This design comes from an exercise in tuning for small area and few clock cycles on the open sky130 flow, not from production work.
The RTL was checked by simulation tests, not by an equivalence proof against the original design.

==> cedar <==
Design cache, start of the top module:
module cache(
    clk,
    proc_reset,
    proc_read,
    proc_write,
    proc_addr,
    proc_wdata,
    proc_stall,
    proc_rdata,
    mem_read,
    mem_write,
    mem_addr,
    mem_rdata,
    mem_wdata,
    mem_ready
);
==> module cache, before the edit <==
module cache(
    clk,
    proc_reset,
    proc_read,
    proc_write,
    proc_addr,
    proc_wdata,
    proc_stall,
    proc_rdata,
    mem_read,
    mem_write,
    mem_addr,
    mem_rdata,
    mem_wdata,
    mem_ready
);
    input          clk;
    input          proc_reset;
    input          proc_read, proc_write;
    input   [29:0] proc_addr;
    input   [31:0] proc_wdata;
    output reg         proc_stall;
    output reg  [31:0] proc_rdata;
    input  [127:0] mem_rdata;
    input          mem_ready;
    output reg         mem_read, mem_write;
    output reg  [27:0] mem_addr;
    output reg [127:0] mem_wdata;
    localparam S_IDLE = 2'd0;    
    localparam S_WB   = 2'd1;    
    localparam S_RD   = 2'd2;    
    reg [1:0]   state;
    reg [127:0] data [0:7];      
    reg [24:0]  tag  [0:7];
    reg [7:0]   valid, dirty;
    wire [2:0]  idx  = proc_addr[4:2];
    wire [1:0]  offs = proc_addr[1:0];
    wire        req  = proc_read | proc_write;
    wire [127:0] line   = data[idx];
    wire [24:0]  tag_i  = tag[idx];
    wire         hit    = valid[idx] && (tag_i == proc_addr[29:5]);
    wire         dirty_i = dirty[idx];
    wire idle = (state == S_IDLE);
    wire fill = (state == S_RD) && mem_ready;
    reg [127:0] din;
    integer w;
    always @(*) begin
        for (w = 0; w < 4; w = w + 1)
            din[32*w +: 32] = (proc_write && offs == w) ? proc_wdata : mem_rdata[32*w +: 32];
    end
    always @(*) begin
        mem_wdata  = line;
        mem_read   = 1'b0;
        mem_write  = 1'b0;
        mem_addr   = proc_addr[29:2];
        proc_stall = 1'b1;
        proc_rdata = line[32*offs +: 32];
        case (state)
            S_IDLE: begin
                proc_stall = ~hit;
                if (req && !hit) begin
                    if (dirty_i) begin
                        mem_write = 1'b1;
                        mem_addr  = {tag_i, idx};
                    end else
                        mem_read  = 1'b1;
                end
            end
            S_WB: begin
                mem_write = 1'b1;
                mem_addr  = {tag_i, idx};
            end
            default: begin
                mem_read   = 1'b1;
                proc_stall = ~mem_ready;
                proc_rdata = mem_rdata[32*offs +: 32];
            end
        endcase
    end
    always @(posedge clk or posedge proc_reset) begin
        if (proc_reset) begin
            state <= S_IDLE;
            valid <= 8'd0;
            dirty <= 8'd0;
        end else begin
            case (state)
                S_IDLE:
                    if (req && !hit)
                        state <= dirty_i ? S_WB : S_RD;
                    else if (proc_write)
                        dirty[idx] <= 1'b1;
                S_WB:
                    if (mem_ready)
                        state <= S_RD;
                default:
                    if (mem_ready) begin
                        state      <= S_IDLE;
                        valid[idx] <= 1'b1;
                        dirty[idx] <= proc_write;
                    end
            endcase
        end
    end
    integer l;
    always @(posedge clk) begin
        for (l = 0; l < 8; l = l + 1) begin
            if (fill && idx == l)
                tag[l] <= proc_addr[29:5];
            for (w = 0; w < 4; w = w + 1)
                if (idx == l && (fill || (idle && hit && proc_write && offs == w)))
                    data[l][32*w +: 32] <= din[32*w +: 32];
        end
    end
endmodule
Settings: LEC_CHECK=0, CAP_MARGIN=20, CORE_MARGIN=2, CORE_UTILIZATION=60, CTS_BUF_LIST=sky130_fd_sc_hd__clkbuf_4 sky130_fd_sc_hd__clkbuf_8, PLACE_DENSITY=0.75, SLEW_MARGIN=20; clock period 10.0 ns.
run.sh (not shown) runs the stock make flow with config.mk's settings and CLKGATE_MAP_FILE= SYNTH_SCRIPT=/design/flow/synth_recipe.tcl, a recipe that flattens the netlist after the stock synthesis.
==> lagoon: changes against cedar <==
--- a/flow/design.v
+++ b/flow/design.v
@@ -22,3 +22,3 @@
     output reg         proc_stall;
-    output reg  [31:0] proc_rdata;
+    output      [31:0] proc_rdata;
     input  [127:0] mem_rdata;
@@ -27,3 +27,3 @@
     output reg  [27:0] mem_addr;
-    output reg [127:0] mem_wdata;
+    output     [127:0] mem_wdata;
     localparam S_IDLE = 2'd0;    
@@ -38,8 +38,23 @@
     wire        req  = proc_read | proc_write;
-    wire [127:0] line   = data[idx];
-    wire [24:0]  tag_i  = tag[idx];
-    wire         hit    = valid[idx] && (tag_i == proc_addr[29:5]);
+    wire [7:0]  sel  = 8'd1 << idx;
+    wire [3:0]  wsel = 4'd1 << offs;
+    wire [127:0] line;
+    wire [24:0]  tag_i;
+    cache_sel8 #(.W(153)) u_line (
+        .d({data[7], tag[7], data[6], tag[6], data[5], tag[5], data[4], tag[4],
+            data[3], tag[3], data[2], tag[2], data[1], tag[1], data[0], tag[0]}),
+        .sel(sel),
+        .q({line, tag_i})
+    );
+    wire         hit     = valid[idx] && (tag_i == proc_addr[29:5]);
     wire         dirty_i = dirty[idx];
     wire idle = (state == S_IDLE);
-    wire fill = (state == S_RD) && mem_ready;
+    wire rd   = (state == S_RD);
+    wire fill = rd && mem_ready;
+    cache_sel8 #(.W(32)) u_word (
+        .d({mem_rdata, line}),
+        .sel({wsel & {4{rd}}, wsel & {4{~rd}}}),
+        .q(proc_rdata)
+    );
+    assign mem_wdata = line;
     reg [127:0] din;
@@ -48,6 +63,5 @@
         for (w = 0; w < 4; w = w + 1)
-            din[32*w +: 32] = (proc_write && offs == w) ? proc_wdata : mem_rdata[32*w +: 32];
+            din[32*w +: 32] = (proc_write && wsel[w]) ? proc_wdata : mem_rdata[32*w +: 32];
     end
     always @(*) begin
-        mem_wdata  = line;
         mem_read   = 1'b0;
@@ -56,3 +70,2 @@
         proc_stall = 1'b1;
-        proc_rdata = line[32*offs +: 32];
         case (state)
@@ -75,5 +88,8 @@
                 proc_stall = ~mem_ready;
-                proc_rdata = mem_rdata[32*offs +: 32];
             end
         endcase
+        if (proc_reset) begin
+            mem_read  = 1'b0;
+            mem_write = 1'b0;
+        end
     end
@@ -106,6 +122,6 @@
         for (l = 0; l < 8; l = l + 1) begin
-            if (fill && idx == l)
+            if (fill && sel[l])
                 tag[l] <= proc_addr[29:5];
             for (w = 0; w < 4; w = w + 1)
-                if (idx == l && (fill || (idle && hit && proc_write && offs == w)))
+                if (sel[l] && (fill || (idle && hit && proc_write && wsel[w])))
                     data[l][32*w +: 32] <= din[32*w +: 32];
@@ -114 +130,20 @@
 endmodule
+module cache_sel8 #(parameter W = 1) (
+    input  [8*W-1:0] d,
+    input  [7:0]     sel,
+    output [W-1:0]   q
+);
+    wire [W-1:0] n0, n1;
+    cache_aoi3 #(.W(W)) u0 (.a(d[0*W +: W]), .b(d[1*W +: W]), .c(d[2*W +: W]),
+                            .sa(sel[0]), .sb(sel[1]), .sc(sel[2]), .y_n(n0));
+    cache_aoi3 #(.W(W)) u1 (.a(d[3*W +: W]), .b(d[4*W +: W]), .c(d[5*W +: W]),
+                            .sa(sel[3]), .sb(sel[4]), .sc(sel[5]), .y_n(n1));
+    assign q = ~(n0 & n1 & ~((d[6*W +: W] & {W{sel[6]}}) | (d[7*W +: W] & {W{sel[7]}})));
+endmodule
+module cache_aoi3 #(parameter W = 1) (
+    input  [W-1:0] a, b, c,
+    input          sa, sb, sc,
+    output [W-1:0] y_n
+);
+    assign y_n = ~((a & {W{sa}}) | (b & {W{sb}}) | (c & {W{sc}}));
+endmodule
==> flow/flow/run.sh (new file) <==
#!/bin/bash
# Standard layout, except that the port buffers are the smallest buffer cell.
set -euo pipefail
EXTRA=(BUFFER_PORTS_ARGS="-buffer_cell sky130_fd_sc_hd__buf_1")
bash standard.sh synth > synth.log 2>&1
bash standard.sh "${EXTRA[@]}" floorplan > floorplan.log 2>&1
bash standard.sh "${EXTRA[@]}" place > place.log 2>&1
bash standard.sh "${EXTRA[@]}" cts > cts.log 2>&1
bash standard.sh "${EXTRA[@]}" route > route.log 2>&1
bash standard.sh "${EXTRA[@]}" finish > finish.log 2>&1
==> flow/standard.sh (new file) <==
#!/bin/bash
# synth_recipe.tcl (not shown) runs the flow's synth.tcl, then flattens the netlist and writes it again
# the make line also repeats each setting of config.mk as NAME=value (left out here)
make -C /OpenROAD-flow-scripts/flow DESIGN_CONFIG=/design/flow/config.mk WORK_HOME=/design/flow/orfs CLKGATE_MAP_FILE= SYNTH_SCRIPT=/design/flow/synth_recipe.tcl "${@:-finish}"
CAP_MARGIN = 10   (was 20)
CORE_UTILIZATION = 70   (was 60)
CTS_BUF_LIST = sky130_fd_sc_hd__clkbuf_16   (was sky130_fd_sc_hd__clkbuf_4 sky130_fd_sc_hd__clkbuf_8)
CTS_CLUSTER_DIAMETER = 100   (was unset)
CTS_CLUSTER_SIZE = 30   (was unset)
PLACE_DENSITY = 0.85   (was 0.75)
SLEW_MARGIN = 10   (was 20)
SYNTH_HIERARCHICAL = 1   (was unset)
removed: flow/run.sh
==> garnet: changes against cedar <==
CORE_UTILIZATION = 30   (was 60)
CTS_BUF_LIST = unset   (was sky130_fd_sc_hd__clkbuf_4 sky130_fd_sc_hd__clkbuf_8)
PLACE_DENSITY = 0.5   (was 0.75)
==> impl_metrics.yaml <==
worst_setup_path:
  timing.rr.start: "tag[3][11]$_DFFE_PP_"
  rr_endpoint: "data[4][73]$_DFFE_PP_"
  cp_num_cells: 16
die:
  die-area_um2: 85600
  taps: 1070
place:
  dp_cells: 4313
timing:
  hold-worst-slack_ns: 0.469
run_status:
  status: "complete, no violations"
The numbers above come from cedar.

==> impl_metrics.yaml <==
run_status:
  status: "complete, no violations"
grt:
  use_met1: 0.550
worst_setup_path:
  rr_endpoint: "data[2][25]$_DFFE_PP_"
  crit_path_cell_trace: "buf_1 > inv_1 > nand2_1 > inv_4 > a222oi_1 > nand3_1 > xor2_1 > nor4_1 > nand4_1 > o22ai_1 > o31a_2 > buf_4 > mux2_2 > buf_1"
  cp_num_cells: 14
die:
  die_y_um: 265
  taps: 873
  die-area_um2: 70100
yosys:
  synth_cell_types: 43
  synth_top_cells_by_area: "edfxtp_1 77%, a222oi_1 7.8%, a22oi_1 2.9%, nand3_1 2.0%, mux2_2 1.8%"
place:
  dp_cells: 3773
cells_and_area:
  multi_input_area_um2: 9330
timing:
  setup_total_negative_slack_ns: 0
power_and_ir_drop:
  pg_seq_mw: 6.06
The numbers above come from lagoon.

==> impl_metrics.yaml <==
worst_setup_path:
  rr_endpoint: "data[2][77]$_DFFE_PP_"
  cp_num_cells: 14
timing:
  hold-worst-slack_ns: 0.465
run_status:
  status: "complete, no violations"
die:
  die-area_um2: 170000
  taps: 2189
place:
  dp_cells: 5437
The numbers above come from garnet.

Testbench counts of cedar, summed over its fixed seeds: cycles 82,961.
Testbench counts of lagoon, summed over its fixed seeds: cycles 82,961.
Testbench counts of garnet, summed over its fixed seeds: cycles 82,961.

afterwards: timing with drivers on the ports:
Ports are ideal in the flow. The routed layouts listed here were re-timed in OpenROAD.
Step 1 (the two cells are an assumption about what drives the block):
set clk [get_ports {clk}]
set_driving_cell -lib_cell sky130_fd_sc_hd__clkbuf_16 $clk
set_driving_cell -lib_cell sky130_fd_sc_hd__buf_2 [delete_from_list [all_inputs] $clk]
Step 2 moves the port delays by t, midway between the first and last clock arrival at a register: inputs arrive t later, outputs are due t later. That takes back most of the time a late clock gives input paths.
Slacks: ideal / step 1 / step 2; pairs: ideal / step 1.
| run | shift t [ns] | setup slack, ns | worst setup path after step 2 | slew at the worst register clock pin (ns) |
|---|---|---|---|---|
| cedar | 0.904 | 0.470 / 0.444 / 0.444 | input to output | 0.07 / 0.07 |
| lagoon | 0.700 | 0.981 / 0.954 / 0.954 | input to output | 0.11 / 0.11 |
| garnet | 0.836 | 0.644 / 0.622 / 0.622 | input to output | 0.07 / 0.07 |
After both steps every run listed still meets setup and hold. The setup slack of lagoon, which loses most, moves by -0.027 ns with the drivers and by -0.027 ns with both steps.
